Background: an optimization exercise with open tools, aiming at small area and few clock cycles. Do not read the settings as production practice. Where RTL was checked, it was by simulation tests only, not by an equivalence proof against the original. Only the layout flow was run in run 2; the RTL was not checked for function there.

File: design.v
module  mcolrow  ( a1,a2,a3, y ) ; 
input   [4:0]  a1 ;   
input   [4:0]  a2 ;   
input   [4:0]  a3 ;   
output  [4:0]  y ;   
assign y=a1^a2^a3;
endmodule
module  mcol  ( a1, a2, a3, a4, y1, y2, y3, y4 ) ;
input   [4:0]  a1, a2, a3, a4;
output  [4:0]  y1, y2, y3, y4;
wire [4:0] s12 = a1 ^ a2;
wire [4:0] s34 = a3 ^ a4;
assign y1 = s34 ^ a2;
assign y2 = s34 ^ a1;
assign y3 = s12 ^ a4;
assign y4 = s12 ^ a3;
endmodule
module  mcol_state  ( a, y ) ;
input   [159:0]  a ;   
output  [159:0]  y ;   
wire [4:0] a00 = a[159:155];
wire [4:0] a01 = a[154:150];
wire [4:0] a02 = a[149:145];
wire [4:0] a03 = a[144:140];
wire [4:0] a10 = a[139:135];
wire [4:0] a11 = a[134:130];
wire [4:0] a12 = a[129:125];
wire [4:0] a13 = a[124:120];
wire [4:0] a20 = a[119:115];
wire [4:0] a21 = a[114:110];
wire [4:0] a22 = a[109:105];
wire [4:0] a23 = a[104:100];
wire [4:0] a30 = a[99:95];
wire [4:0] a31 = a[94:90];
wire [4:0] a32 = a[89:85];
wire [4:0] a33 = a[84:80];
wire [4:0] a40 = a[79:75];
wire [4:0] a41 = a[74:70];
wire [4:0] a42 = a[69:65];
wire [4:0] a43 = a[64:60];
wire [4:0] a50 = a[59:55];
wire [4:0] a51 = a[54:50];
wire [4:0] a52 = a[49:45];
wire [4:0] a53 = a[44:40];
wire [4:0] a60 = a[39:35];
wire [4:0] a61 = a[34:30];
wire [4:0] a62 = a[29:25];
wire [4:0] a63 = a[24:20];
wire [4:0] a70 = a[19:15];
wire [4:0] a71 = a[14:10];
wire [4:0] a72 = a[9:5];
wire [4:0] a73 = a[4:0];
mcol m1(.a1(a[159:155]), .a2(a[154:150]), .a3(a[149:145]), .a4(a[144:140]), .y1(y[159:155]), .y2(y[154:150]), .y3(y[149:145]), .y4(y[144:140]) );
mcol m2(.a1(a[139:135]), .a2(a[134:130]), .a3(a[129:125]), .a4(a[124:120]), .y1(y[139:135]), .y2(y[134:130]), .y3(y[129:125]), .y4(y[124:120]) );
mcol m3(.a1(a[119:115]), .a2(a[114:110]), .a3(a[109:105]), .a4(a[104:100]), .y1(y[119:115]), .y2(y[114:110]), .y3(y[109:105]), .y4(y[104:100]) );
mcol m4(.a1(a[99:95]), .a2(a[94:90]), .a3(a[89:85]), .a4(a[84:80]), .y1(y[99:95]), .y2(y[94:90]), .y3(y[89:85]), .y4(y[84:80]) );
mcol m5(.a1(a[79:75]), .a2(a[74:70]), .a3(a[69:65]), .a4(a[64:60]), .y1(y[79:75]), .y2(y[74:70]), .y3(y[69:65]), .y4(y[64:60]) );
mcol m6(.a1(a[59:55]), .a2(a[54:50]), .a3(a[49:45]), .a4(a[44:40]), .y1(y[59:55]), .y2(y[54:50]), .y3(y[49:45]), .y4(y[44:40]) );
mcol m7(.a1(a[39:35]), .a2(a[34:30]), .a3(a[29:25]), .a4(a[24:20]), .y1(y[39:35]), .y2(y[34:30]), .y3(y[29:25]), .y4(y[24:20]) );
mcol m8(.a1(a[19:15]), .a2(a[14:10]), .a3(a[9:5]), .a4(a[4:0]), .y1(y[19:15]), .y2(y[14:10]), .y3(y[9:5]), .y4(y[4:0]) );
endmodule
module sbox_1 ( a2, a3, a4, y);
input [0:4] a2, a3, a4;
output [0:4] y;
wire [0:4] b = a2 ^ a3 ^ a4;
wire q10 = b[1] & b[0];
wire q20 = b[2] & b[0];
wire q21 = b[2] & b[1];
wire q30 = b[3] & b[0];
wire q31 = b[3] & b[1];
wire q32 = b[3] & b[2];
wire q40 = b[4] & b[0];
wire q41 = b[4] & b[1];
wire q42 = b[4] & b[2];
wire q43 = b[4] & b[3];
assign y = {(((q32^q41)^(q30^q20))^((a2[3]^a2[2])^a2[1])), (((q42^q32)^(q31^q21))^(a2[3]^a2[0])), (((q42^q32)^(q40^q10))^(a2[1]^a2[0])), (((q43^q21)^(q40^q20))^a2[0]), ~(((q42^q30)^(a2[4]^a2[1])))};
endmodule
module sbox_2 ( a1, a3, a4, y);
input [0:4] a1, a3, a4;
output [0:4] y;
wire [0:4] c = a3 ^ a4;
wire [0:4] d = a1 ^ c;
wire t10 = (a1[1] & d[0]) ^ (a1[0] & c[1]);
wire t20 = (a1[2] & d[0]) ^ (a1[0] & c[2]);
wire t21 = (a1[2] & d[1]) ^ (a1[1] & c[2]);
wire t30 = (a1[3] & d[0]) ^ (a1[0] & c[3]);
wire t31 = (a1[3] & d[1]) ^ (a1[1] & c[3]);
wire t32 = (a1[3] & d[2]) ^ (a1[2] & c[3]);
wire t40 = (a1[4] & d[0]) ^ (a1[0] & c[4]);
wire t41 = (a1[4] & d[1]) ^ (a1[1] & c[4]);
wire t42 = (a1[4] & d[2]) ^ (a1[2] & c[4]);
wire t43 = (a1[4] & d[3]) ^ (a1[3] & c[4]);
assign y = {(((t32^t41)^(t30^t20))^((a3[3]^a3[2])^a3[1])), (((t42^t32)^(t31^t21))^(a3[3]^a3[0])), (((t42^t32)^(t40^t10))^(a3[1]^a3[0])), (((t43^t21)^(t40^t20))^a3[0]), ((t42^t30)^(a3[4]^a3[1]))};
endmodule
module sbox_3 ( a1, a2, a4, y);
input [0:4] a1, a2, a4;
output [0:4] y;
wire u10 = (a1[1] & a2[0]) ^ (a1[0] & a2[1]);
wire u20 = (a1[2] & a2[0]) ^ (a1[0] & a2[2]);
wire u21 = (a1[2] & a2[1]) ^ (a1[1] & a2[2]);
wire u30 = (a1[3] & a2[0]) ^ (a1[0] & a2[3]);
wire u31 = (a1[3] & a2[1]) ^ (a1[1] & a2[3]);
wire u32 = (a1[3] & a2[2]) ^ (a1[2] & a2[3]);
wire u40 = (a1[4] & a2[0]) ^ (a1[0] & a2[4]);
wire u41 = (a1[4] & a2[1]) ^ (a1[1] & a2[4]);
wire u42 = (a1[4] & a2[2]) ^ (a1[2] & a2[4]);
wire u43 = (a1[4] & a2[3]) ^ (a1[3] & a2[4]);
assign y = {(((u32^u41)^(u30^u20))^((a4[3]^a4[2])^a4[1])), (((u42^u32)^(u31^u21))^(a4[3]^a4[0])), (((u42^u32)^(u40^u10))^(a4[1]^a4[0])), (((u43^u21)^(u40^u20))^a4[0]), ((u42^u30)^(a4[4]^a4[1]))};
endmodule
module sbox_4 ( a1, a2, a3, y);
input [0:4] a1, a2, a3;
output [0:4] y;
assign y = {((a1[3]^a1[2])^a1[1]), (a1[3]^a1[0]), (a1[1]^a1[0]), a1[0], (a1[4]^a1[1])};
endmodule
 module sbox_state (a1,a2,a3,a4,y1,y2,y3,y4) ;
 input [159:0] a1;
 input [159:0] a2;
 input [159:0] a3;
 input [159:0] a4;
 output [159:0] y1;
 output [159:0] y2;
 output [159:0] y3;
 output [159:0] y4;
	sbox_1 sb01(.a2(a2[4:0]), .a3(a3[4:0]), .a4(a4[4:0]), .y(y1[4:0]));
	sbox_2 sb02(.a1(a1[4:0]), .a3(a3[4:0]), .a4(a4[4:0]), .y(y2[4:0]));
	sbox_3 sb03(.a1(a1[4:0]), .a2(a2[4:0]), .a4(a4[4:0]), .y(y3[4:0]));
	sbox_4 sb04(.a1(a1[4:0]), .a2(a2[4:0]), .a3(a3[4:0]), .y(y4[4:0]));
	sbox_1 sb11(.a2(a2[9:5]), .a3(a3[9:5]), .a4(a4[9:5]), .y(y1[9:5]));
	sbox_2 sb12(.a1(a1[9:5]), .a3(a3[9:5]), .a4(a4[9:5]), .y(y2[9:5]));
	sbox_3 sb13(.a1(a1[9:5]), .a2(a2[9:5]), .a4(a4[9:5]), .y(y3[9:5]));
	sbox_4 sb14(.a1(a1[9:5]), .a2(a2[9:5]), .a3(a3[9:5]), .y(y4[9:5]));
	sbox_1 sb21(.a2(a2[14:10]), .a3(a3[14:10]), .a4(a4[14:10]), .y(y1[14:10]));
	sbox_2 sb22(.a1(a1[14:10]), .a3(a3[14:10]), .a4(a4[14:10]), .y(y2[14:10]));
	sbox_3 sb23(.a1(a1[14:10]), .a2(a2[14:10]), .a4(a4[14:10]), .y(y3[14:10]));
	sbox_4 sb24(.a1(a1[14:10]), .a2(a2[14:10]), .a3(a3[14:10]), .y(y4[14:10]));
	sbox_1 sb31(.a2(a2[19:15]), .a3(a3[19:15]), .a4(a4[19:15]), .y(y1[19:15]));
	sbox_2 sb32(.a1(a1[19:15]), .a3(a3[19:15]), .a4(a4[19:15]), .y(y2[19:15]));
	sbox_3 sb33(.a1(a1[19:15]), .a2(a2[19:15]), .a4(a4[19:15]), .y(y3[19:15]));
	sbox_4 sb34(.a1(a1[19:15]), .a2(a2[19:15]), .a3(a3[19:15]), .y(y4[19:15]));
	sbox_1 sb41(.a2(a2[24:20]), .a3(a3[24:20]), .a4(a4[24:20]), .y(y1[24:20]));
	sbox_2 sb42(.a1(a1[24:20]), .a3(a3[24:20]), .a4(a4[24:20]), .y(y2[24:20]));
	sbox_3 sb43(.a1(a1[24:20]), .a2(a2[24:20]), .a4(a4[24:20]), .y(y3[24:20]));
	sbox_4 sb44(.a1(a1[24:20]), .a2(a2[24:20]), .a3(a3[24:20]), .y(y4[24:20]));
	sbox_1 sb51(.a2(a2[29:25]), .a3(a3[29:25]), .a4(a4[29:25]), .y(y1[29:25]));
	sbox_2 sb52(.a1(a1[29:25]), .a3(a3[29:25]), .a4(a4[29:25]), .y(y2[29:25]));
	sbox_3 sb53(.a1(a1[29:25]), .a2(a2[29:25]), .a4(a4[29:25]), .y(y3[29:25]));
	sbox_4 sb54(.a1(a1[29:25]), .a2(a2[29:25]), .a3(a3[29:25]), .y(y4[29:25]));
	sbox_1 sb61(.a2(a2[34:30]), .a3(a3[34:30]), .a4(a4[34:30]), .y(y1[34:30]));
	sbox_2 sb62(.a1(a1[34:30]), .a3(a3[34:30]), .a4(a4[34:30]), .y(y2[34:30]));
	sbox_3 sb63(.a1(a1[34:30]), .a2(a2[34:30]), .a4(a4[34:30]), .y(y3[34:30]));
	sbox_4 sb64(.a1(a1[34:30]), .a2(a2[34:30]), .a3(a3[34:30]), .y(y4[34:30]));
	sbox_1 sb71(.a2(a2[39:35]), .a3(a3[39:35]), .a4(a4[39:35]), .y(y1[39:35]));
	sbox_2 sb72(.a1(a1[39:35]), .a3(a3[39:35]), .a4(a4[39:35]), .y(y2[39:35]));
	sbox_3 sb73(.a1(a1[39:35]), .a2(a2[39:35]), .a4(a4[39:35]), .y(y3[39:35]));
	sbox_4 sb74(.a1(a1[39:35]), .a2(a2[39:35]), .a3(a3[39:35]), .y(y4[39:35]));
	sbox_1 sb81(.a2(a2[44:40]), .a3(a3[44:40]), .a4(a4[44:40]), .y(y1[44:40]));
	sbox_2 sb82(.a1(a1[44:40]), .a3(a3[44:40]), .a4(a4[44:40]), .y(y2[44:40]));
	sbox_3 sb83(.a1(a1[44:40]), .a2(a2[44:40]), .a4(a4[44:40]), .y(y3[44:40]));
	sbox_4 sb84(.a1(a1[44:40]), .a2(a2[44:40]), .a3(a3[44:40]), .y(y4[44:40]));
	sbox_1 sb91(.a2(a2[49:45]), .a3(a3[49:45]), .a4(a4[49:45]), .y(y1[49:45]));
	sbox_2 sb92(.a1(a1[49:45]), .a3(a3[49:45]), .a4(a4[49:45]), .y(y2[49:45]));
	sbox_3 sb93(.a1(a1[49:45]), .a2(a2[49:45]), .a4(a4[49:45]), .y(y3[49:45]));
	sbox_4 sb94(.a1(a1[49:45]), .a2(a2[49:45]), .a3(a3[49:45]), .y(y4[49:45]));
	sbox_1 sb101(.a2(a2[54:50]), .a3(a3[54:50]), .a4(a4[54:50]), .y(y1[54:50]));
	sbox_2 sb102(.a1(a1[54:50]), .a3(a3[54:50]), .a4(a4[54:50]), .y(y2[54:50]));
	sbox_3 sb103(.a1(a1[54:50]), .a2(a2[54:50]), .a4(a4[54:50]), .y(y3[54:50]));
	sbox_4 sb104(.a1(a1[54:50]), .a2(a2[54:50]), .a3(a3[54:50]), .y(y4[54:50]));
	sbox_1 sb111(.a2(a2[59:55]), .a3(a3[59:55]), .a4(a4[59:55]), .y(y1[59:55]));
	sbox_2 sb112(.a1(a1[59:55]), .a3(a3[59:55]), .a4(a4[59:55]), .y(y2[59:55]));
	sbox_3 sb113(.a1(a1[59:55]), .a2(a2[59:55]), .a4(a4[59:55]), .y(y3[59:55]));
	sbox_4 sb114(.a1(a1[59:55]), .a2(a2[59:55]), .a3(a3[59:55]), .y(y4[59:55]));
	sbox_1 sb121(.a2(a2[64:60]), .a3(a3[64:60]), .a4(a4[64:60]), .y(y1[64:60]));
	sbox_2 sb122(.a1(a1[64:60]), .a3(a3[64:60]), .a4(a4[64:60]), .y(y2[64:60]));
	sbox_3 sb123(.a1(a1[64:60]), .a2(a2[64:60]), .a4(a4[64:60]), .y(y3[64:60]));
	sbox_4 sb124(.a1(a1[64:60]), .a2(a2[64:60]), .a3(a3[64:60]), .y(y4[64:60]));
	sbox_1 sb131(.a2(a2[69:65]), .a3(a3[69:65]), .a4(a4[69:65]), .y(y1[69:65]));
	sbox_2 sb132(.a1(a1[69:65]), .a3(a3[69:65]), .a4(a4[69:65]), .y(y2[69:65]));
	sbox_3 sb133(.a1(a1[69:65]), .a2(a2[69:65]), .a4(a4[69:65]), .y(y3[69:65]));
	sbox_4 sb134(.a1(a1[69:65]), .a2(a2[69:65]), .a3(a3[69:65]), .y(y4[69:65]));
	sbox_1 sb141(.a2(a2[74:70]), .a3(a3[74:70]), .a4(a4[74:70]), .y(y1[74:70]));
	sbox_2 sb142(.a1(a1[74:70]), .a3(a3[74:70]), .a4(a4[74:70]), .y(y2[74:70]));
	sbox_3 sb143(.a1(a1[74:70]), .a2(a2[74:70]), .a4(a4[74:70]), .y(y3[74:70]));
	sbox_4 sb144(.a1(a1[74:70]), .a2(a2[74:70]), .a3(a3[74:70]), .y(y4[74:70]));
	sbox_1 sb151(.a2(a2[79:75]), .a3(a3[79:75]), .a4(a4[79:75]), .y(y1[79:75]));
	sbox_2 sb152(.a1(a1[79:75]), .a3(a3[79:75]), .a4(a4[79:75]), .y(y2[79:75]));
	sbox_3 sb153(.a1(a1[79:75]), .a2(a2[79:75]), .a4(a4[79:75]), .y(y3[79:75]));
	sbox_4 sb154(.a1(a1[79:75]), .a2(a2[79:75]), .a3(a3[79:75]), .y(y4[79:75]));
	sbox_1 sb161(.a2(a2[84:80]), .a3(a3[84:80]), .a4(a4[84:80]), .y(y1[84:80]));
	sbox_2 sb162(.a1(a1[84:80]), .a3(a3[84:80]), .a4(a4[84:80]), .y(y2[84:80]));
	sbox_3 sb163(.a1(a1[84:80]), .a2(a2[84:80]), .a4(a4[84:80]), .y(y3[84:80]));
	sbox_4 sb164(.a1(a1[84:80]), .a2(a2[84:80]), .a3(a3[84:80]), .y(y4[84:80]));
	sbox_1 sb171(.a2(a2[89:85]), .a3(a3[89:85]), .a4(a4[89:85]), .y(y1[89:85]));
	sbox_2 sb172(.a1(a1[89:85]), .a3(a3[89:85]), .a4(a4[89:85]), .y(y2[89:85]));
	sbox_3 sb173(.a1(a1[89:85]), .a2(a2[89:85]), .a4(a4[89:85]), .y(y3[89:85]));
	sbox_4 sb174(.a1(a1[89:85]), .a2(a2[89:85]), .a3(a3[89:85]), .y(y4[89:85]));
	sbox_1 sb181(.a2(a2[94:90]), .a3(a3[94:90]), .a4(a4[94:90]), .y(y1[94:90]));
	sbox_2 sb182(.a1(a1[94:90]), .a3(a3[94:90]), .a4(a4[94:90]), .y(y2[94:90]));
	sbox_3 sb183(.a1(a1[94:90]), .a2(a2[94:90]), .a4(a4[94:90]), .y(y3[94:90]));
	sbox_4 sb184(.a1(a1[94:90]), .a2(a2[94:90]), .a3(a3[94:90]), .y(y4[94:90]));
	sbox_1 sb191(.a2(a2[99:95]), .a3(a3[99:95]), .a4(a4[99:95]), .y(y1[99:95]));
	sbox_2 sb192(.a1(a1[99:95]), .a3(a3[99:95]), .a4(a4[99:95]), .y(y2[99:95]));
	sbox_3 sb193(.a1(a1[99:95]), .a2(a2[99:95]), .a4(a4[99:95]), .y(y3[99:95]));
	sbox_4 sb194(.a1(a1[99:95]), .a2(a2[99:95]), .a3(a3[99:95]), .y(y4[99:95]));
	sbox_1 sb201(.a2(a2[104:100]), .a3(a3[104:100]), .a4(a4[104:100]), .y(y1[104:100]));
	sbox_2 sb202(.a1(a1[104:100]), .a3(a3[104:100]), .a4(a4[104:100]), .y(y2[104:100]));
	sbox_3 sb203(.a1(a1[104:100]), .a2(a2[104:100]), .a4(a4[104:100]), .y(y3[104:100]));
	sbox_4 sb204(.a1(a1[104:100]), .a2(a2[104:100]), .a3(a3[104:100]), .y(y4[104:100]));
	sbox_1 sb211(.a2(a2[109:105]), .a3(a3[109:105]), .a4(a4[109:105]), .y(y1[109:105]));
	sbox_2 sb212(.a1(a1[109:105]), .a3(a3[109:105]), .a4(a4[109:105]), .y(y2[109:105]));
	sbox_3 sb213(.a1(a1[109:105]), .a2(a2[109:105]), .a4(a4[109:105]), .y(y3[109:105]));
	sbox_4 sb214(.a1(a1[109:105]), .a2(a2[109:105]), .a3(a3[109:105]), .y(y4[109:105]));
	sbox_1 sb221(.a2(a2[114:110]), .a3(a3[114:110]), .a4(a4[114:110]), .y(y1[114:110]));
	sbox_2 sb222(.a1(a1[114:110]), .a3(a3[114:110]), .a4(a4[114:110]), .y(y2[114:110]));
	sbox_3 sb223(.a1(a1[114:110]), .a2(a2[114:110]), .a4(a4[114:110]), .y(y3[114:110]));
	sbox_4 sb224(.a1(a1[114:110]), .a2(a2[114:110]), .a3(a3[114:110]), .y(y4[114:110]));
	sbox_1 sb231(.a2(a2[119:115]), .a3(a3[119:115]), .a4(a4[119:115]), .y(y1[119:115]));
	sbox_2 sb232(.a1(a1[119:115]), .a3(a3[119:115]), .a4(a4[119:115]), .y(y2[119:115]));
	sbox_3 sb233(.a1(a1[119:115]), .a2(a2[119:115]), .a4(a4[119:115]), .y(y3[119:115]));
	sbox_4 sb234(.a1(a1[119:115]), .a2(a2[119:115]), .a3(a3[119:115]), .y(y4[119:115]));
	sbox_1 sb241(.a2(a2[124:120]), .a3(a3[124:120]), .a4(a4[124:120]), .y(y1[124:120]));
	sbox_2 sb242(.a1(a1[124:120]), .a3(a3[124:120]), .a4(a4[124:120]), .y(y2[124:120]));
	sbox_3 sb243(.a1(a1[124:120]), .a2(a2[124:120]), .a4(a4[124:120]), .y(y3[124:120]));
	sbox_4 sb244(.a1(a1[124:120]), .a2(a2[124:120]), .a3(a3[124:120]), .y(y4[124:120]));
	sbox_1 sb251(.a2(a2[129:125]), .a3(a3[129:125]), .a4(a4[129:125]), .y(y1[129:125]));
	sbox_2 sb252(.a1(a1[129:125]), .a3(a3[129:125]), .a4(a4[129:125]), .y(y2[129:125]));
	sbox_3 sb253(.a1(a1[129:125]), .a2(a2[129:125]), .a4(a4[129:125]), .y(y3[129:125]));
	sbox_4 sb254(.a1(a1[129:125]), .a2(a2[129:125]), .a3(a3[129:125]), .y(y4[129:125]));
	sbox_1 sb261(.a2(a2[134:130]), .a3(a3[134:130]), .a4(a4[134:130]), .y(y1[134:130]));
	sbox_2 sb262(.a1(a1[134:130]), .a3(a3[134:130]), .a4(a4[134:130]), .y(y2[134:130]));
	sbox_3 sb263(.a1(a1[134:130]), .a2(a2[134:130]), .a4(a4[134:130]), .y(y3[134:130]));
	sbox_4 sb264(.a1(a1[134:130]), .a2(a2[134:130]), .a3(a3[134:130]), .y(y4[134:130]));
	sbox_1 sb271(.a2(a2[139:135]), .a3(a3[139:135]), .a4(a4[139:135]), .y(y1[139:135]));
	sbox_2 sb272(.a1(a1[139:135]), .a3(a3[139:135]), .a4(a4[139:135]), .y(y2[139:135]));
	sbox_3 sb273(.a1(a1[139:135]), .a2(a2[139:135]), .a4(a4[139:135]), .y(y3[139:135]));
	sbox_4 sb274(.a1(a1[139:135]), .a2(a2[139:135]), .a3(a3[139:135]), .y(y4[139:135]));
	sbox_1 sb281(.a2(a2[144:140]), .a3(a3[144:140]), .a4(a4[144:140]), .y(y1[144:140]));
	sbox_2 sb282(.a1(a1[144:140]), .a3(a3[144:140]), .a4(a4[144:140]), .y(y2[144:140]));
	sbox_3 sb283(.a1(a1[144:140]), .a2(a2[144:140]), .a4(a4[144:140]), .y(y3[144:140]));
	sbox_4 sb284(.a1(a1[144:140]), .a2(a2[144:140]), .a3(a3[144:140]), .y(y4[144:140]));
	sbox_1 sb291(.a2(a2[149:145]), .a3(a3[149:145]), .a4(a4[149:145]), .y(y1[149:145]));
	sbox_2 sb292(.a1(a1[149:145]), .a3(a3[149:145]), .a4(a4[149:145]), .y(y2[149:145]));
	sbox_3 sb293(.a1(a1[149:145]), .a2(a2[149:145]), .a4(a4[149:145]), .y(y3[149:145]));
	sbox_4 sb294(.a1(a1[149:145]), .a2(a2[149:145]), .a3(a3[149:145]), .y(y4[149:145]));
	sbox_1 sb301(.a2(a2[154:150]), .a3(a3[154:150]), .a4(a4[154:150]), .y(y1[154:150]));
	sbox_2 sb302(.a1(a1[154:150]), .a3(a3[154:150]), .a4(a4[154:150]), .y(y2[154:150]));
	sbox_3 sb303(.a1(a1[154:150]), .a2(a2[154:150]), .a4(a4[154:150]), .y(y3[154:150]));
	sbox_4 sb304(.a1(a1[154:150]), .a2(a2[154:150]), .a3(a3[154:150]), .y(y4[154:150]));
	sbox_1 sb311(.a2(a2[159:155]), .a3(a3[159:155]), .a4(a4[159:155]), .y(y1[159:155]));
	sbox_2 sb312(.a1(a1[159:155]), .a3(a3[159:155]), .a4(a4[159:155]), .y(y2[159:155]));
	sbox_3 sb313(.a1(a1[159:155]), .a2(a2[159:155]), .a4(a4[159:155]), .y(y3[159:155]));
	sbox_4 sb314(.a1(a1[159:155]), .a2(a2[159:155]), .a3(a3[159:155]), .y(y4[159:155]));
 endmodule 
module  lae_control  ( start , ck , Ain, Min, last, init, getdata, getdata0, outc, final_o, rcon ) ;
input   start ;
input   Ain ;
input   Min ;
input   last ;
input   ck ;  
output    init;
output    getdata;
output    getdata0;
output    outc;
output    final_o;
output    [4:0] rcon;
reg     [3:0]  cnt;
reg     first;    
reg     fin;      
always  @ ( posedge ck  ) begin
  if (start) begin
    cnt   <= 4'd1;
    first <= 1'b1;
    fin   <= 1'b0;
  end else if (first) begin
    cnt   <= cnt + 4'd1;
    if (cnt == 4'd15) first <= 1'b0;
  end else if (fin) begin
    cnt <= cnt + 4'd1;
    if (cnt == 4'd15) fin <= 1'b0;
  end else if (last) begin
    fin   <= 1'b1;
    cnt   <= 4'd1;
  end
end
assign  init    = start;
assign  getdata = ~first & ~fin;
assign  getdata0= 1'b0;
assign  rcon    = {1'b0, cnt & {4{~start}}};
assign  outc    = Min;
assign  final_o = fin & (cnt == 4'd15);
endmodule
module  lae_comb  (ck, inp1, inp2, inp3, inp4, key1, key2, key3, key4, nonce, init, getdata, getdata0, outc, final_o, rcon, c1, c2, c3, c4, T1, T2, T3, T4 ) ;
input ck;
input    [9:0]  inp1;
input    [9:0]  inp2;
input    [9:0]  inp3;
input    [9:0]  inp4;
input    [79:0]  key1;
input    [79:0]  key2;
input    [79:0]  key3;
input    [79:0]  key4;
input    [39:0]  nonce;
input    init;
input    getdata;
input    getdata0;
input    outc;
input    final_o;
input    [4:0] rcon;
output  [9:0]   c1;
output  [9:0]   c2;
output  [9:0]   c3;
output  [9:0]   c4;
output  [79:0]  T1;
output  [79:0]  T2;
output  [79:0]  T3;
output  [79:0]  T4;
reg   [159:0] state1;
reg   [159:0] state2;
reg   [159:0] state3;
reg   [159:0] state4;
wire  [159:0] sbin1;
wire  [159:0] sbin2;
wire  [159:0] sbin3;
wire  [159:0] sbin4;
wire  [159:0] sbout1;
wire  [159:0] sbout2;
wire  [159:0] sbout3;
wire  [159:0] sbout4;
wire  [159:0] shrow1;
wire  [159:0] shrow2;
wire  [159:0] shrow3;
wire  [159:0] shrow4;
wire  [159:0] mcout1;
wire  [159:0] mcout2;
wire  [159:0] mcout3;
wire  [159:0] mcout4;
assign sbin1 = init ? {key1, nonce, 40'd0} : getdata ? state1^{inp1[9:5], 15'd0, inp1[4:0], 134'd0} : state1;
assign sbin2 = init ? {key2, 40'd0, 40'd0} : getdata ? state2^{inp2[9:5], 15'd0, inp2[4:0], 134'd0} : state2;
assign sbin3 = init ? {key3, 40'd0, 40'd0} : getdata ? state3^{inp3[9:5], 15'd0, inp3[4:0], 134'd0} : state3;
assign sbin4 = init ? {key4, 40'd0, 40'd0} : getdata ? state4^{inp4[9:5], 15'd0, inp4[4:0], 134'd0} : state4;
sbox_state sb(.a1(sbin1), .a2(sbin2), .a3(sbin3), .a4(sbin4), .y1(sbout1), .y2(sbout2), .y3(sbout3), .y4(sbout4));
assign shrow1={sbout1[159:155], sbout1[134:130], sbout1[109:105], sbout1[4:0], sbout1[139:135], sbout1[114:110], sbout1[89:85], sbout1[144:140], sbout1[119:115], sbout1[94:90], sbout1[69:65], sbout1[124:120], sbout1[99:95], sbout1[74:70], sbout1[49:45], sbout1[104:100], sbout1[79:75], sbout1[54:50], sbout1[29:25], sbout1[84:80], sbout1[59:55], sbout1[34:30], sbout1[9:5], sbout1[64:60], sbout1[39:35], sbout1[14:10], sbout1[149:145], sbout1[44:40], sbout1[19:15], sbout1[154:150], sbout1[129:125], sbout1[24:20]};
assign shrow2={sbout2[159:155], sbout2[134:130], sbout2[109:105], sbout2[4:0], sbout2[139:135], sbout2[114:110], sbout2[89:85], sbout2[144:140], sbout2[119:115], sbout2[94:90], sbout2[69:65], sbout2[124:120], sbout2[99:95], sbout2[74:70], sbout2[49:45], sbout2[104:100], sbout2[79:75], sbout2[54:50], sbout2[29:25], sbout2[84:80], sbout2[59:55], sbout2[34:30], sbout2[9:5], sbout2[64:60], sbout2[39:35], sbout2[14:10], sbout2[149:145], sbout2[44:40], sbout2[19:15], sbout2[154:150], sbout2[129:125], sbout2[24:20]};
assign shrow3={sbout3[159:155], sbout3[134:130], sbout3[109:105], sbout3[4:0], sbout3[139:135], sbout3[114:110], sbout3[89:85], sbout3[144:140], sbout3[119:115], sbout3[94:90], sbout3[69:65], sbout3[124:120], sbout3[99:95], sbout3[74:70], sbout3[49:45], sbout3[104:100], sbout3[79:75], sbout3[54:50], sbout3[29:25], sbout3[84:80], sbout3[59:55], sbout3[34:30], sbout3[9:5], sbout3[64:60], sbout3[39:35], sbout3[14:10], sbout3[149:145], sbout3[44:40], sbout3[19:15], sbout3[154:150], sbout3[129:125], sbout3[24:20]};
assign shrow4={sbout4[159:155], sbout4[134:130], sbout4[109:105], sbout4[4:0], sbout4[139:135], sbout4[114:110], sbout4[89:85], sbout4[144:140], sbout4[119:115], sbout4[94:90], sbout4[69:65], sbout4[124:120], sbout4[99:95], sbout4[74:70], sbout4[49:45], sbout4[104:100], sbout4[79:75], sbout4[54:50], sbout4[29:25], sbout4[84:80], sbout4[59:55], sbout4[34:30], sbout4[9:5], sbout4[64:60], sbout4[39:35], sbout4[14:10], sbout4[149:145], sbout4[44:40], sbout4[19:15], sbout4[154:150], sbout4[129:125], sbout4[24:20]};
mcol_state  mc1(.a(shrow1), .y(mcout1) );
mcol_state  mc2(.a(shrow2), .y(mcout2) );
mcol_state  mc3(.a(shrow3), .y(mcout3) );
mcol_state  mc4(.a(shrow4), .y(mcout4) );
wire  [159:0] next1 = mcout1^{rcon, 155'd0};
always  @ ( posedge ck ) state1  <=  next1 ;
always  @ ( posedge ck ) state2  <=  mcout2 ;
always  @ ( posedge ck ) state3  <=  mcout3 ;
always  @ ( posedge ck ) state4  <=  mcout4 ;
assign c1=outc ? state1[159:150]^inp1 : 10'd0;
assign c2=outc ? state2[159:150]^inp2 : 10'd0;
assign c3=outc ? state3[159:150]^inp3 : 10'd0;
assign c4=outc ? state4[159:150]^inp4 : 10'd0;
assign T1=final_o ? state1[159:80] : 80'd0;
assign T2=final_o ? state2[159:80] : 80'd0;
assign T3=final_o ? state3[159:80] : 80'd0;
assign T4=final_o ? state4[159:80] : 80'd0;
endmodule
module  lae  ( start , inp1, inp2, inp3, inp4, key1, key2, key3, key4, nonce, Ain, Min, last, ck , outc, cout1, cout2, cout3, cout4, final_o, Tout1, Tout2, Tout3, Tout4, getdata) ;
input   start ;
input    [9:0]  inp1;
input    [9:0]  inp2;
input    [9:0]  inp3;
input    [9:0]  inp4;
input    [79:0]  key1;
input    [79:0]  key2;
input    [79:0]  key3;
input    [79:0]  key4;
input    [39:0]  nonce;
input    ck ;  
input    Ain ;
input    Min ;
input    last ;
output    outc ;
output    final_o;
output    [9:0] cout1 ;
output    [9:0] cout2 ;
output    [9:0] cout3 ;
output    [9:0] cout4 ;
output    [79:0] Tout1 ;   
output    [79:0] Tout2 ;
output    [79:0] Tout3 ;
output    [79:0] Tout4 ;
output    getdata;
wire    init ;
wire    getdata ;
wire    getdata0 ;
wire    outc ;
wire    final_o ;
wire    [4:0]   rcon;
lae_control  u_control  (
  .start   ( start   ) ,
  .ck      ( ck      ) ,
  .Ain     ( Ain     ) ,
  .Min     ( Min     ) ,
  .last    ( last    ) ,
  .init    ( init    ) ,
  .getdata ( getdata ) ,
  .getdata0( getdata0) ,
  .outc    ( outc    ) ,
  .final_o   ( final_o   ) ,
  .rcon    (rcon     )
) ;
lae_comb  u_comb  (
  .ck      ( ck       ), 
  .inp1    ( inp1     ), 
  .inp2    ( inp2     ), 
  .inp3    ( inp3     ), 
  .inp4    ( inp4     ), 
  .key1    ( key1     ),
  .key2    ( key2     ),
  .key3    ( key3     ),
  .key4    ( key4     ),
  .nonce   ( nonce    ), 
  .init    ( init     ) ,
  .getdata ( getdata  ) ,
  .getdata0( getdata0 ) ,
  .outc    ( outc     ) ,
  .final_o   ( final_o    ) ,
  .rcon    (rcon      ),
  .c1      (cout1     ),
  .c2      (cout2     ),
  .c3      (cout3     ),
  .c4      (cout4     ),
  .T1      (Tout1     ),
  .T2      (Tout2     ),
  .T3      (Tout3     ),
  .T4      (Tout4     )
) ;
endmodule
File: flow/run.sh
#!/bin/bash
# Own layout flow: the standard flow (standard.sh), with
#  - synthesis: the standard synthesis script, but with an area-oriented abc
#    script (flow/area.abc) for the technology mapping;
#  - port buffers: the smallest buffer (buf_1) instead of clkdlybuf4s50_1;
#  - CTS: no dummy loads.
# Each tool's log is under orfs/logs/; make's output goes to flow_make.log.
set -euo pipefail
W=$(pwd)
sed "s#@ABC@#$W/flow/area.abc#" flow/abc_proc.tcl > "$W/own_synth.tcl"
cat synth_recipe.tcl >> "$W/own_synth.tcl"
sed "s#SYNTH_SCRIPT=[^ ]*#SYNTH_SCRIPT=$W/own_synth.tcl#" standard.sh > "$W/own_standard.sh"
grep -q "SYNTH_SCRIPT=$W/own_synth.tcl" "$W/own_standard.sh"
export BUFFER_PORTS_ARGS="-buffer_cell sky130_fd_sc_hd__buf_1"
export CTS_ARGS="-sink_clustering_enable -repair_clock_nets -dont_use_dummy_load"
bash "$W/own_standard.sh" > "$W/flow_make.log" 2>&1
File: flow/abc_proc.tcl
# Area-oriented technology mapping: every abc call of the standard synthesis
# script runs flow/area.abc in place of the ORFS script it names.
proc abc {args} {
  set i [lsearch -exact $args -script]
  if { $i >= 0 } {
    set args [lreplace $args [expr { $i + 1 }] [expr { $i + 1 }] {@ABC@}]
  }
  puts "abc (area script): $args"
  yosys abc {*}$args
}
File: flow/area.abc
strash
balance; rewrite; refactor; balance; rewrite; rewrite -z; balance; refactor -z; rewrite -z; balance
balance; rewrite; refactor; balance; rewrite; rewrite -z; balance; refactor -z; rewrite -z; balance
dch
amap
File: standard.sh
#!/bin/bash
# synth_recipe.tcl (not shown) runs the flow's synth.tcl, then flattens the netlist and writes it again
# the make line also repeats each setting of config.mk as NAME=value (left out here)
make -C /OpenROAD-flow-scripts/flow DESIGN_CONFIG=/design/flow/config.mk WORK_HOME=/design/flow/orfs CLKGATE_MAP_FILE= SYNTH_SCRIPT=/design/flow/synth_recipe.tcl "${@:-finish}"
File: config.mk
export PLATFORM = sky130hd
export DESIGN_NAME = lae
export DESIGN_NICKNAME = lae
export VERILOG_FILES = /design/flow/design.v
export SDC_FILE = /design/flow/constraint.sdc
export NUM_CORES = 4
export LEC_CHECK = 0
export CAP_MARGIN = 20
export CORE_MARGIN = 2
export CORE_UTILIZATION = 40
export SLEW_MARGIN = 20
File: constraint.sdc
create_clock -name core_clock -period 6.0 [get_ports {ck}]
set_input_delay 1.2000 -clock core_clock [delete_from_list [all_inputs] [get_ports {ck}]]
set_output_delay 1.2000 -clock core_clock [all_outputs]
set_load 0.01 [all_outputs]
==> metrics.yaml, run 1 <==
outcome:
  status: "no timing/DRC/antenna violations"
timing:
  worstMarginPinSlew_ns: 1.05
  finalMaxSlewViolations: 0
  slew_headroom: 0.295
  finClkSkew_ns: 0.0558
  final_hold_viol_count: 0
  rsz0062_at_grt: "false"
  setup_violations: 0
  layout_min_cycle_time_ns: 5.71
  timing.fmax_mhz: 175
  fin_crit_sh: 0.951
  final.setup.tns_ns: 0
placed_design:
  gp_congestion: 1.07
  detailed_place_hpwl_mm: 278
  io_buffers: 766
clock_tree:
  path_clk_slew_ns: 0.06
  clock-sinks: 646
  ctsResizeCount: 0
  cts-root-buf: "clkbuf_16"
  clk_latency_ns: 0.70
  numCtsBuffers: 83
  h-tree-depth: 3
  postCtsSetupBuffers: 0
  cts_buffer_depth: 3
  cts_tree: "built"
  hold_buffers: 0
synth:
  synth_cells: 11200
  postSynthNetCount: 11600
  synth_cell_types: 29
  yosysWarnings: 2
  synth_area_per_cell_sq_um: 5.67
  synthFlopType: "dfxtp_1"
  async_flop_share: 0
  ys_ff_latch: 646
  syn_area_sq_mm: 0.0636
  synth-seq-area-share: 0.203
  synth_edf_count: 0
global_routing:
  grt_max_degree: 97
  grt_pass1_wl_mm: 471
  grt.overflow.total: 0
  grt.total_usage: 0.385
  antenna_found_initial: 42
  grt_pass1_vias: 73500
worst_setup_path:
  worst_ep_required_time_ns: 6.56
  r2r_slack_ns: 0.29
  crit_end: "u_comb.state2[2]$_DFF_P_"
  worstPathCellList: "nor2_4 -> clkinvlp_4 -> buf_4 -> nor3_1 -> o21ai_0 -> o21ai_0 -> clkinv_1 -> o22ai_1 -> clkinv_1 -> o22ai_1 -> nor2_1 -> o21ai_0 -> o21ai_0 -> o21ai_0 -> nor2_1 -> a21oi_1 -> clkinv_1 -> o22ai_1 -> clkinv_1 -> o22ai_1"
  critPathLaunchType: "flip-flop"
  crit_arrival_ns: 6.26
  critical_path.max_fanout: 27
  timing.rr.start: "u_control.fin$_SDFFE_PP0N_"
  path_buf_inv: 6
  crit_family: "compound AO/OA/AOI/OAI gates"
  cp_common_cell: "o21ai_0"
  cp-end-kind: "flip-flop"
  crit_slowest_cell: "nor2_4"
  path_depth: 20
  cpPeakStageDelay_ns: 0.44
  ff2ff_path_depth: 20
  crit_type: "flip-flop to flip-flop"
  crit_start: "u_control.fin$_SDFFE_PP0N_"
  r2r-end: "u_comb.state2[2]$_DFF_P_"
cells_and_area:
  fillers: 16900
  post-route-util: 0.477
  flow.area_growth_from_synthesis_pct: 18.6
  final_common_cell: "nor2_1"
  final_cell_mix: "nor2_1 (2481), o22ai_1 (2180), clkinv_1 (1918), a21oi_1 (1216), nand2_1 (1027)"
  drive_above_1_share: 0.0490
  nets: 13000
floorplan:
  rows: 146
  die_h_um: 403
  die_area_sq_mm: 0.162
  ios: 768
  core_sq_mm: 0.158
  dieWidth_um: 403
  start_util: 0.402
worst_hold_path:
  worstHoldPathType: "flip-flop to flip-flop"
  holdPathStages: 2
  min-delay-start: "u_control.first$_SDFF_PP1_"
drt:
  via_per_inst: 5.84
  wire_per_inst_um: 22.5
  firstDrtPassIters: 7
  drc: 0
  vias: 85600
  drt-initial-drc-count: 8899
  routed_wl_mm: 330
  final_antenna_net_count: 0
flow_run:
  cap_violations: 0
==> flip-flops by register name (all words and copies together) (netlist names) <==
signal and cells:
u_control.cnt 4, u_comb.state3 160, u_comb.state4 160, u_comb.state2 160, u_control.first 1, u_control.fin 1
u_comb.state1 160
==> how the worst min path moves through the flow <==
stage	to	slack [ns]
3_5_place_dp	u_control.fin$_SDFFE_PP0N_	0.51
3_3_place_gp	u_control.cnt[0]$_SDFFE_PP1P_	0.49
2_1_floorplan	u_control.fin$_SDFFE_PP0N_	0.46
5_1_grt	u_control.cnt[3]$_SDFFE_PP0P_	0.57
6_report	u_control.fin$_SDFFE_PP0N_	0.52
4_1_cts	u_control.fin$_SDFFE_PP0N_	0.52
==> through the flow <==
step                      setup slack, ns  hold slack (ns)  instances  area [sq um]
final                               0.294            0.521      14700         75400
after CTS                           0.466            0.522      14600         75300
after detailed placement          -0.0503            0.510      14600         73200
after global routing               0.0628            0.565      14700         75300
after floorplan                   0.00605            0.458      11200         63600
after global placement             0.0452            0.494      14600         73200
==> cells by family after synthesis <==
family                   synth area share
AO/OA/AOI/OAI                       0.425
AND/OR/NAND/NOR                     0.236
buffers and inverters               0.114
flip-flops                          0.203
XOR/XNOR                           0.0214
adder cells (fa/ha/maj)          0.000197
==> area by class of cell <==
class,count,area [sq um],share of cell area
tap,2072,2590,0.0344
inverter,1920,7240,0.0960
multi-input combinational,8635,43500,0.577
timing repair buffer,1290,7000,0.0929
sequential,646,12900,0.172
clock buffer,83,2080,0.0276
antenna,25,62.6,0.000830
==> worst min-delay path, delay by kind of cell, from the launching register on <==
| family | cells | cell delay [ns] |
|---|---|---|
| AOI/OAI and AO/OA | 1 | 0.06 |
| DFF | 1 | 0.33 |
| buffers and inverters | 1 | 0.08 |
==> metal layers <==
layer	vias up	wire length, um	global-route usage
met2	3930	145000	0.616
met5	-	175	0
li1	42800	-	-
met1	38300	137000	0.502
met3	637	29300	0.0619
met4	18	18500	0.191
==> cell usage after synthesis, types with 40 or more instances <==
cell type | n | share of area
a22oi_1 | 54 | 0.0064
nor3_1 | 40 | 0.0031
nor2_1 | 2482 | 0.15
a21oi_1 | 1216 | 0.096
nor2b_1 | 257 | 0.025
o22ai_1 | 2184 | 0.21
nand2_1 | 1028 | 0.061
o31ai_1 | 131 | 0.015
dfxtp_1 | 646 | 0.20
clkinv_1 | 1920 | 0.11
o21ai_0 | 949 | 0.075
xor2_1 | 138 | 0.019
a221oi_1 | 62 | 0.0085
Testbench counts, summed over its fixed seeds: cycles 15,253.
==> run 2: changes to the inputs <==
--- a/design.v
+++ b/design.v
@@ -73,7 +73,27 @@
 wire q41 = b[4] & b[1];
 wire q42 = b[4] & b[2];
 wire q43 = b[4] & b[3];
-assign y = {(((q32^q41)^(q30^q20))^((a2[3]^a2[2])^a2[1])), (((q42^q32)^(q31^q21))^(a2[3]^a2[0])), (((q42^q32)^(q40^q10))^(a2[1]^a2[0])), (((q43^q21)^(q40^q20))^a2[0]), ~(((q42^q30)^(a2[4]^a2[1])))};
+wire s15 = q30 ^ a2[1];
+wire s16 = q41 ^ a2[2];
+wire s17 = q32 ^ q42;
+wire s18 = q21 ^ q43;
+wire s19 = a2[0] ^ s17;
+wire s20 = q20 ^ s18;
+wire s21 = a2[3] ^ s16;
+wire s22 = q10 ^ q40;
+wire s23 = q42 ^ a2[4];
+wire s24 = q20 ^ s15;
+wire s25 = a2[3] ^ s19;
+wire s26 = q32 ^ s21;
+wire s27 = q31 ^ s25;
+wire s28 = s24 ^ s26;
+wire s29 = a2[1] ^ s22;
+wire s30 = q40 ^ a2[0];
+wire s31 = s19 ^ s29;
+wire s32 = s15 ^ s23;
+wire s33 = q21 ^ s27;
+wire s34 = s20 ^ s30;
+assign y = {s28, s33, s31, s34, ~s32};
 endmodule
 module sbox_2 ( a1, a3, a4, y);
 input [0:4] a1, a3, a4;
@@ -90,7 +110,27 @@
 wire t41 = (a1[4] & d[1]) ^ (a1[1] & c[4]);
 wire t42 = (a1[4] & d[2]) ^ (a1[2] & c[4]);
 wire t43 = (a1[4] & d[3]) ^ (a1[3] & c[4]);
-assign y = {(((t32^t41)^(t30^t20))^((a3[3]^a3[2])^a3[1])), (((t42^t32)^(t31^t21))^(a3[3]^a3[0])), (((t42^t32)^(t40^t10))^(a3[1]^a3[0])), (((t43^t21)^(t40^t20))^a3[0]), ((t42^t30)^(a3[4]^a3[1]))};
+wire s15 = t30 ^ a3[1];
+wire s16 = t41 ^ a3[2];
+wire s17 = t32 ^ t42;
+wire s18 = t21 ^ t43;
+wire s19 = a3[0] ^ s17;
+wire s20 = t20 ^ s18;
+wire s21 = a3[3] ^ s16;
+wire s22 = t10 ^ t40;
+wire s23 = t42 ^ a3[4];
+wire s24 = t20 ^ s15;
+wire s25 = a3[3] ^ s19;
+wire s26 = t32 ^ s21;
+wire s27 = t31 ^ s25;
+wire s28 = s24 ^ s26;
+wire s29 = a3[1] ^ s22;
+wire s30 = t40 ^ a3[0];
+wire s31 = s19 ^ s29;
+wire s32 = s15 ^ s23;
+wire s33 = t21 ^ s27;
+wire s34 = s20 ^ s30;
+assign y = {s28, s33, s31, s34, s32};
 endmodule
 module sbox_3 ( a1, a2, a4, y);
 input [0:4] a1, a2, a4;
@@ -105,7 +145,27 @@
 wire u41 = (a1[4] & a2[1]) ^ (a1[1] & a2[4]);
 wire u42 = (a1[4] & a2[2]) ^ (a1[2] & a2[4]);
 wire u43 = (a1[4] & a2[3]) ^ (a1[3] & a2[4]);
-assign y = {(((u32^u41)^(u30^u20))^((a4[3]^a4[2])^a4[1])), (((u42^u32)^(u31^u21))^(a4[3]^a4[0])), (((u42^u32)^(u40^u10))^(a4[1]^a4[0])), (((u43^u21)^(u40^u20))^a4[0]), ((u42^u30)^(a4[4]^a4[1]))};
+wire s15 = u30 ^ a4[1];
+wire s16 = u41 ^ a4[2];
+wire s17 = u32 ^ u42;
+wire s18 = u21 ^ u43;
+wire s19 = a4[0] ^ s17;
+wire s20 = u20 ^ s18;
+wire s21 = a4[3] ^ s16;
+wire s22 = u10 ^ u40;
+wire s23 = u42 ^ a4[4];
+wire s24 = u20 ^ s15;
+wire s25 = a4[3] ^ s19;
+wire s26 = u32 ^ s21;
+wire s27 = u31 ^ s25;
+wire s28 = s24 ^ s26;
+wire s29 = a4[1] ^ s22;
+wire s30 = u40 ^ a4[0];
+wire s31 = s19 ^ s29;
+wire s32 = s15 ^ s23;
+wire s33 = u21 ^ s27;
+wire s34 = s20 ^ s30;
+assign y = {s28, s33, s31, s34, s32};
 endmodule
 module sbox_4 ( a1, a2, a3, y);
 input [0:4] a1, a2, a3;
--- a/config.mk
+++ b/config.mk
@@ -8,4 +8,5 @@
 export CAP_MARGIN = 20
 export CORE_MARGIN = 2
 export CORE_UTILIZATION = 40
+export GPL_TIMING_DRIVEN = 0
 export SLEW_MARGIN = 20
==> run 2 against run 1 <==
Critical path depth increased by 1. Via count down 3.0%. Clock skew up 0.0064 ns. Sequential cell count stayed put. Global-route usage shrank 1.5 points. Register-to-register slack gained 0.05 ns. Routed wire length decreased by 3.1%. Clock-buffer cell count is 4 lower. The layout now fails its checks (setup timing).
==> metrics.yaml, run 2 <==
synth:
  synth_cells: 11200  # -0.37%
  synth_area_per_cell_sq_um: 5.64  # -0.52%
  yosysWarnings: 2  # unchanged
  syn_area_sq_mm: 0.0630  # -0.88%
  synth_top_area_cell: "dfxtp_1"
  synth_edf_count: 0  # unchanged
  async_flop_share: 0  # unchanged
  synth_common_cells: "nor2_1 (2582), o22ai_1 (2052), clkinv_1 (1965)"
  synth.most_common_cell: "nor2_1"
  netlist_top_cells_area: "dfxtp_1 (21%), o22ai_1 (20%), nor2_1 (15%)"
  synth_top_area_frac: 0.205  # -0.00968
  ys_ff_latch: 646  # unchanged
  postSynthNetCount: 11600  # -0.35%
  synth-seq-area-share: 0.205  # +0.00181
  synth_cell_types: 25  # -14%
  synthFlopType: "dfxtp_1"
cells_and_area:
  final_cell_mix: "nor2_1 (2581), clkinv_1 (1961), o22ai_1 (1787), a21oi_1 (1231), nand2_1 (969)"
  fillers: 16700  # -1.3%
  regArea_sq_mm: 0.0129  # unchanged
  post-route-util: 0.474  # -0.00323
  multi_input_area_sq_mm: 0.0450  # +3.5%
  final_common_cell: "nor2_1"
  drive_above_1_share: 0.0419  # -0.00712
  nets: 12500  # -3.8%
  flow.area_growth_from_synthesis_pct: 17.6
timing:
  fin_crit_sh: 1.01  # +0.0584
  worstMarginPinSlew_ns: 1.17  # +0.126 ns
  finalMaxSlewViolations: 0  # unchanged
  slew_headroom: 0.219  # -0.0766
  rsz0062_at_grt: "true"
  finClkSkew_ns: 0.0622  # +0.00641 ns
  setup_violations: 3  # +3
  timing.fmax_mhz: 165  # -5.8%
  layout_setup_ws_ns: -0.0565  # -0.351 ns
  final_hold_viol_count: 0  # unchanged
  layout_min_cycle_time_ns: 6.06  # +0.351 ns
global_routing:
  grt_max_degree: 127  # +31%
  antenna_found_initial: 50  # +19%
  grt.total_usage: 0.370  # -0.0155
  grt_pass1_wl_mm: 449  # -4.6%
  grt.overflow.total: 0  # unchanged
  grt_pass1_vias: 68900  # -6.3%
floorplan:
  rows: 145  # -0.68%
  core_sq_mm: 0.156  # -1.0%
  dieWidth_um: 401  # -0.44%
  die_h_um: 401  # -0.44%
  die_area_sq_mm: 0.161  # -0.87%
  start_util: 0.403  # +0.000591
  ios: 768  # unchanged
flow_run:
  cap_violations: 0  # unchanged
worst_setup_path:
  r2r_slack_ns: 0.34  # +0.05 ns
  worst_ep_required_time_ns: 6.57  # about the same
  crit_type: "input pin to flip-flop"
  crit_end: "u_comb.state3[17]$_DFF_P_"
  ff2ff_path_depth: 22  # +10%
  critical_path.max_fanout: 43  # +59%
  r2r-end: "u_comb.state1[126]$_DFF_P_"
  critPathLaunchType: "input pin"
  cp-end-kind: "flip-flop"
  crit_start: "start"
  crit_arrival_ns: 6.63  # +0.37 ns
  timing.rr.start: "u_control.fin$_SDFFE_PP0N_"
drt:
  vias: 83000  # -3.0%
  firstDrtPassIters: 8  # +1
  final_antenna_net_count: 0  # unchanged
  via_per_inst: 5.86  # +0.43%
  routed_wl_mm: 320  # -3.1%
  wire_per_inst_um: 22.6  # +0.38%
  drc: 0  # unchanged
  drt-initial-drc-count: 9637  # +8.3%
clock_tree:
  h-tree-depth: 3  # unchanged
  cts-root-buf: "clkbuf_16"
  clk_latency_ns: 0.70  # about the same
  clock-sinks: 646  # unchanged
  hold_buffers: 0  # unchanged
  numCtsBuffers: 79  # -4.8%
  path_clk_slew_ns: 0.06  # about the same
  cts_buffer_depth: 3  # unchanged
  cts_tree: "built"
placed_design:
  detailed_place_hpwl_mm: 260  # -6.6%
  gp_congestion: 1.04  # -2.7%
  io_buffers: 766  # unchanged
outcome:
  so_faults: "setup timing"
  status: "finished with violations"
worst_hold_path:
  worstHoldPathType: "flip-flop to flip-flop"
## run 2: cell types whose count changed in the layout (fill, tap and decap cells not counted), sizes merged, moves of 46 or more
cell and change:
o22ai -132, nand2 -58, a21oi +58, nor2 +101, o31ai -49, clkinv +46, buf -455
## run 2: layout make-up
class	instances	area share
repair buffers	841	0.0555
plain buffers	1	0.000101
clock buffers	79	0.0267
well taps	2058	0.0348
multi-input cells	8550	0.607
flip-flops and latches	646	0.175
inverters	1965	0.100
repair inverters	2	0.000372
diodes	22	0.000743
## run 2: what timing repair did
item | in CTS | in global routing
pin swaps | 2 | 9
buffers inserted | 2 | 10
cloned | 5 | 6
gates resized for setup | 93 | 265
endpoints found under the setup margin | 339 | 296
## run 2: kinds of logic after synthesis
group / synth area share
AO/OA/AOI/OAI: 0.415
XOR/XNOR: 0.0213
adder cells (fa/ha/maj): 0.000199
buffers and inverters: 0.117
flip-flops: 0.205
AND/OR/NAND/NOR: 0.241
## run 2: through the flow
| step | worst slack (ns) | hold WS (ns) | TNS, ns | instance area, sq um | instances |
|---|---|---|---|---|---|
| floorplan | 0.247 | 0.458 | 0 | 63000 | 11200 |
| global placement | -24.62 | 0.472 | - | 68500 | 14000 |
| detailed placement | -2.35 | 0.503 | -472.04 | 69900 | 14000 |
| CTS | -0.0533 | 0.517 | -0.170 | 72500 | 14100 |
| global route | -0.193 | 0.558 | -2.79 | 74100 | 14200 |
| finish | -0.0565 | 0.529 | -0.120 | 74100 | 14200 |
## run 2: worst max-delay path, stage by stage
cell,delay [ns]
buf_8,0.24
buf_12,0.25
buf_16,0.25
clkinv_16,0.17
buf_16,0.25
buf_16,0.28
o22ai_2,0.77
nor2_1,0.15
a21oi_1,0.29
clkinv_1,0.13
o22ai_1,0.19
xnor2_1,0.22
nor2_1,0.08
a21oi_1,0.16
nor2_1,0.06
a21oi_1,0.16
xor2_1,0.37
clkinv_1,0.15
o22ai_1,0.46
clkinv_1,0.17
o22ai_1,0.32
## run 2: worst min path at each step
stage	startpoint	slack [ns]	depth (start not counted)	endpoint
after floorplan	u_control.first$_SDFF_PP1_	0.46	2	u_control.fin$_SDFFE_PP0N_
after global placement	u_control.first$_SDFF_PP1_	0.47	2	u_control.fin$_SDFFE_PP0N_
after detailed placement	u_control.first$_SDFF_PP1_	0.50	2	u_control.fin$_SDFFE_PP0N_
after CTS	u_control.first$_SDFF_PP1_	0.52	2	u_control.fin$_SDFFE_PP0N_
after global routing	u_control.cnt[3]$_SDFFE_PP0P_	0.56	2	u_comb.state1[158]$_DFF_P_
final	u_control.cnt[0]$_SDFFE_PP1P_	0.53	1	u_control.cnt[0]$_SDFFE_PP1P_
## run 2: layer usage
layer | global-route usage | wire [um] | vias up
li1 | - | - | 41400
met2 | 0.580 | 139000 | 4012
met5 | 0 | 149 | -
met3 | 0.0617 | 31800 | 620
met1 | 0.502 | 134000 | 37000
met4 | 0.147 | 15900 | 14
==> run 3: changes to the inputs <==
--- a/design.v
+++ b/design.v
@@ -62,7 +62,7 @@
 module sbox_1 ( a2, a3, a4, y);
 input [0:4] a2, a3, a4;
 output [0:4] y;
-wire [0:4] b = a2 ^ a3 ^ a4;
+wire [0:4] b = a2 ^ (a3 ^ a4);
 wire q10 = b[1] & b[0];
 wire q20 = b[2] & b[0];
 wire q21 = b[2] & b[1];
==> flow/run.sh (replaced) <==
#!/bin/bash
# Own layout flow: the standard flow (standard.sh), with
#  - synthesis: the standard synthesis script, but with an area-oriented abc
#    script (flow/area.abc) for the technology mapping;
#  - port buffers: the smallest buffer (buf_1) instead of clkdlybuf4s50_1;
#  - CTS: no dummy loads, small clock buffers.
# Each tool's log is under orfs/logs/; make's output goes to flow_make.log.
set -euo pipefail
W=$(pwd)
sed "s#@ABC@#$W/flow/area.abc#" flow/abc_proc.tcl > "$W/own_synth.tcl"
cat synth_recipe.tcl >> "$W/own_synth.tcl"
sed "s#SYNTH_SCRIPT=[^ ]*#SYNTH_SCRIPT=$W/own_synth.tcl#" standard.sh > "$W/own_standard.sh"
grep -q "SYNTH_SCRIPT=$W/own_synth.tcl" "$W/own_standard.sh"
export BUFFER_PORTS_ARGS="-buffer_cell sky130_fd_sc_hd__buf_1"
export CTS_ARGS="-sink_clustering_enable -repair_clock_nets -dont_use_dummy_load -buf_list {sky130_fd_sc_hd__clkbuf_4}"
bash "$W/own_standard.sh" > "$W/flow_make.log" 2>&1
==> flow/area.abc (replaced) <==
strash
balance; rewrite; refactor; balance; rewrite; rewrite -z; balance; refactor -z; rewrite -z; balance
balance; rewrite; refactor; balance; rewrite; rewrite -z; balance; refactor -z; rewrite -z; balance
dch
amap -F 4 -A 8
==> config.mk (replaced) <==
export PLATFORM = sky130hd
export DESIGN_NAME = lae
export DESIGN_NICKNAME = lae
export VERILOG_FILES = /design/flow/design.v
export SDC_FILE = /design/flow/constraint.sdc
export NUM_CORES = 4
export LEC_CHECK = 0
export CAP_MARGIN = 10
export CORE_MARGIN = 2
export CORE_UTILIZATION = 55
export SLEW_MARGIN = 10
==> run 3 against run 2 <==
Now clean on timing, DRC and antenna. Setup slack gained 0.60 ns. Area after synthesis shrank 2.5%. First-iteration DRC count up 23%. Largest cell class unchanged.
==> metrics.yaml, run 3 <==
worst_setup_path:
  cp-end-kind: "flip-flop"
  r2r_slack_ns: 0.54  # +0.20 ns
  crit_type: "flip-flop to flip-flop"
  timing.rr.start: "u_control.fin$_SDFFE_PP0N_"
  critical_path.max_fanout: 44  # +2.3%
  r2r-end: "u_comb.state1[147]$_DFF_P_"
  worstPathCellList: "nor2_1 -> buf_4 -> clkinv_1 -> buf_4 -> nor2_1 -> nor2_1 -> a21oi_1 -> o22ai_1 -> clkinv_1 -> o21ai_0 -> clkinv_1 -> o22ai_1 -> clkinv_1 -> o221ai_1 -> nand2_1 -> o21ai_0 -> nor2_1 -> a21oi_1 -> nor2_1 -> a21oi_1 -> nor2_1 -> a21oi_1"
  worst_ep_required_time_ns: 6.95  # +0.38 ns
  crit_slowest_cell: "a21oi_1"
  crit_arrival_ns: 6.41  # -0.22 ns
  cp_common_cell: "nor2_1"
  path_buf_inv: 6  # -3
  critPathLaunchType: "flip-flop"
  cpPeakStageDelay_ns: 0.49  # -0.28 ns
  ff2ff_path_depth: 22  # unchanged
  crit_family: "compound AO/OA/AOI/OAI gates"
floorplan:
  ios: 768  # unchanged
  core_sq_mm: 0.111  # -29%
  dieWidth_um: 338  # -16%
  die_area_sq_mm: 0.114  # -29%
  start_util: 0.555  # +0.152
  die_h_um: 338  # -16%
  rows: 122  # -16%
synth:
  synth_top_area_frac: 0.211  # +0.00527
  synth-seq-area-share: 0.211  # +0.00527
  synth.most_common_cell: "nor2_1"
  synth_top_area_cell: "dfxtp_1"
  synth_edf_count: 0  # unchanged
  ys_ff_latch: 646  # unchanged
  synth_cells: 10600  # -5.2%
  netlist_top_cells_area: "dfxtp_1 (21%), o22ai_1 (15%), nor2_1 (14%)"
  synthFlopType: "dfxtp_1"
  synth_cell_types: 28  # +12%
  async_flop_share: 0  # unchanged
  synth_common_cells: "nor2_1 (2281), a21oi_1 (1700), o22ai_1 (1428)"
  yosysWarnings: 2  # unchanged
  syn_area_sq_mm: 0.0614  # -2.5%
  postSynthNetCount: 11000  # -5.0%
  synth_area_per_cell_sq_um: 5.80  # +2.8%
timing:
  final_hold_viol_count: 0  # unchanged
  worstMarginPinSlew_ns: 1.36  # +0.189 ns
  final.setup.tns_ns: 0  # +0.120 ns
  rsz0062_at_grt: "false"
  slew_headroom: 0.0830  # -0.136
  timing.fmax_mhz: 183  # +11%
  fin_crit_sh: 0.909  # -0.100
  setup_violations: 0  # -3
  layout_min_cycle_time_ns: 5.46  # -0.601 ns
  finClkSkew_ns: 0.0987  # +0.0365 ns
  finalMaxSlewViolations: 0  # unchanged
clock_tree:
  cts-root-buf: "clkbuf_4"
  numCtsBuffers: 181  # +130%
  ctsResizeCount: 0  # -100%
  path_clk_slew_ns: 0.06  # about the same
  clock-sinks: 646  # unchanged
  cts_buffer_depth: 3  # unchanged
  cts_tree: "built"
  clk_latency_ns: 1.19  # +0.49 ns
  hold_buffers: 0  # unchanged
  h-tree-depth: 4  # +1
  postCtsSetupBuffers: 0  # -2
placed_design:
  detailed_place_hpwl_mm: 237  # -8.8%
  io_buffers: 766  # unchanged
  gp_congestion: 1.22  # +18%
global_routing:
  grt.total_usage: 0.477  # +0.107
  antenna_found_initial: 37  # -26%
  grt.overflow.total: 0  # unchanged
  grt_pass1_vias: 70400  # +2.2%
  grt_pass1_wl_mm: 423  # -5.9%
  grt_max_degree: 135  # +6.3%
worst_hold_path:
  min-delay-start: "u_control.first$_SDFF_PP1_"
  holdPathStages: 2  # +1
  worstHoldPathType: "flip-flop to flip-flop"
  hold_end: "u_control.fin$_SDFFE_PP0N_"
drt:
  via_per_inst: 6.32  # +7.9%
  wire_per_inst_um: 21.7  # -3.8%
  vias: 84500  # +1.8%
  drc: 0  # unchanged
  routed_wl_mm: 291  # -9.3%
  drt-initial-drc-count: 11900  # +23%
  final_antenna_net_count: 0  # unchanged
  firstDrtPassIters: 7  # -1
cells_and_area:
  final_cell_mix: "nor2_1 (2281), a21oi_1 (1700), o22ai_1 (1428), clkinv_1 (1202), nand2_1 (1120)"
  flow.area_growth_from_synthesis_pct: 14.3
  post-route-util: 0.634  # +0.160
  fillers: 11100  # -33%
  final_common_cell: "nor2_1"
  drive_above_1_share: 0.0420  # +0.0000993
  nets: 12200  # -1.9%
flow_run:
  cap_violations: 0  # unchanged
outcome:
  status: "no timing/DRC/antenna violations"
[run 3: through the flow]
step / hold slack [ns] / worst slack [ns] / std cells / area [sq um]
floorplan: 0.454 / 0.0327 / 10600 / 61400
global placement: 0.476 / 0.184 / 13100 / 68700
detailed placement: 0.481 / 0.0893 / 13100 / 68700
CTS: 0.417 / 0.702 / 13300 / 70100
global route: 0.470 / 0.265 / 13300 / 70100
finish: 0.496 / 0.545 / 13400 / 70200
[run 3: cell type report]
type                       instances  area (sq um)  share of cell area
sequential                       646         12900               0.184
inverter                        1203          4540              0.0647
tap                             1488          1860              0.0265
clock buffer                     181          1360              0.0194
antenna                           32          80.1             0.00114
multi-input combinational       8732         44000               0.627
timing repair buffer            1079          5420              0.0772
[run 3: worst max-delay path by stage]
| stage | startpoint | to | slack, ns | cells past startpoint |
|---|---|---|---|---|
| finish | u_control.fin$_SDFFE_PP0N_ | u_comb.state1[147]$_DFF_P_ | 0.54 | 22 |
| global route | u_control.fin$_SDFFE_PP0N_ | u_comb.state1[147]$_DFF_P_ | 0.26 | 22 |
| CTS | u_control.cnt[0]$_SDFFE_PP1P_ | Tout4[60] | 0.70 | 7 |
| detailed placement | start | u_comb.state2[74]$_DFF_P_ | 0.09 | 18 |
| global placement | start | u_comb.state2[74]$_DFF_P_ | 0.18 | 18 |
| floorplan | start | u_comb.state2[54]$_DFF_P_ | 0.03 | 17 |
[run 3: logic make-up after synthesis]
kind of cell    Yosys count  share of synthesized area
fa+ha+maj                 1                   0.000204
compound gates         4817                      0.447
xor+xnor                213                     0.0304
simple gates           3701                      0.238
buf+inv                1204                     0.0736
flops                   646                      0.211
[run 3: worst reg2reg max path: stages (launching register included)]
cell      delay, ns
dfxtp_1        0.46
nor2_1         0.08
buf_4          0.18
clkinv_1       0.05
buf_4          0.40
nor2_1         0.15
nor2_1         0.11
a21oi_1        0.09
o22ai_1        0.38
clkinv_1       0.20
o21ai_0        0.36
clkinv_1       0.26
o22ai_1        0.38
clkinv_1       0.16
o221ai_1       0.26
nand2_1        0.08
o21ai_0        0.18
nor2_1         0.10
a21oi_1        0.49
nor2_1         0.11
a21oi_1        0.26
nor2_1         0.07
a21oi_1        0.49
[run 3: metal layers]
metal / vias up / track usage / share of wire
li1: 41000 / - / -
met1: 36600 / 0.611 / 0.38
met2: 5745 / 0.679 / 0.40
met3: 1085 / 0.150 / 0.14
met4: 32 / 0.325 / 0.079
met5: - / 0 / 0.00075
Testbench counts of run 3, summed over its fixed seeds: cycles 15,253.

[separate check: timing with driven ports]
No port has a modelled driver above. Below, the same layouts with a new extraction and two added sets of constraints.
Step 1 (the two cells are an assumption about what drives the block):
set clk [get_ports {ck}]
set_driving_cell -lib_cell sky130_fd_sc_hd__clkbuf_16 $clk
set_driving_cell -lib_cell sky130_fd_sc_hd__buf_2 [delete_from_list [all_inputs] $clk]
Step 2 moves the port delays by t, midway between the first and last clock arrival at a register: inputs arrive t later, outputs are due t later. That takes back most of the time a late clock gives input paths.
Slacks: ideal / step 1 / step 2; pairs: ideal / step 1.
run | t, ns | setup WS [ns] | latest minus earliest clock arrival (ns)
run 1 | 0.778 | 0.294 / 0.294 / -0.295 | 0.060 / 0.061
run 2 | 0.759 | -0.057 / -0.016 / -0.775 | 0.068 / 0.068
run 3 | 1.221 | 0.545 / 0.478 / -0.387 | 0.098 / 0.099
With both steps, setup timing fails in run 1 and run 3, where it was met with ideal ports. For run 3, which loses most, drivers alone change the setup slack by -0.067 ns; drivers and shift together by -0.932 ns.
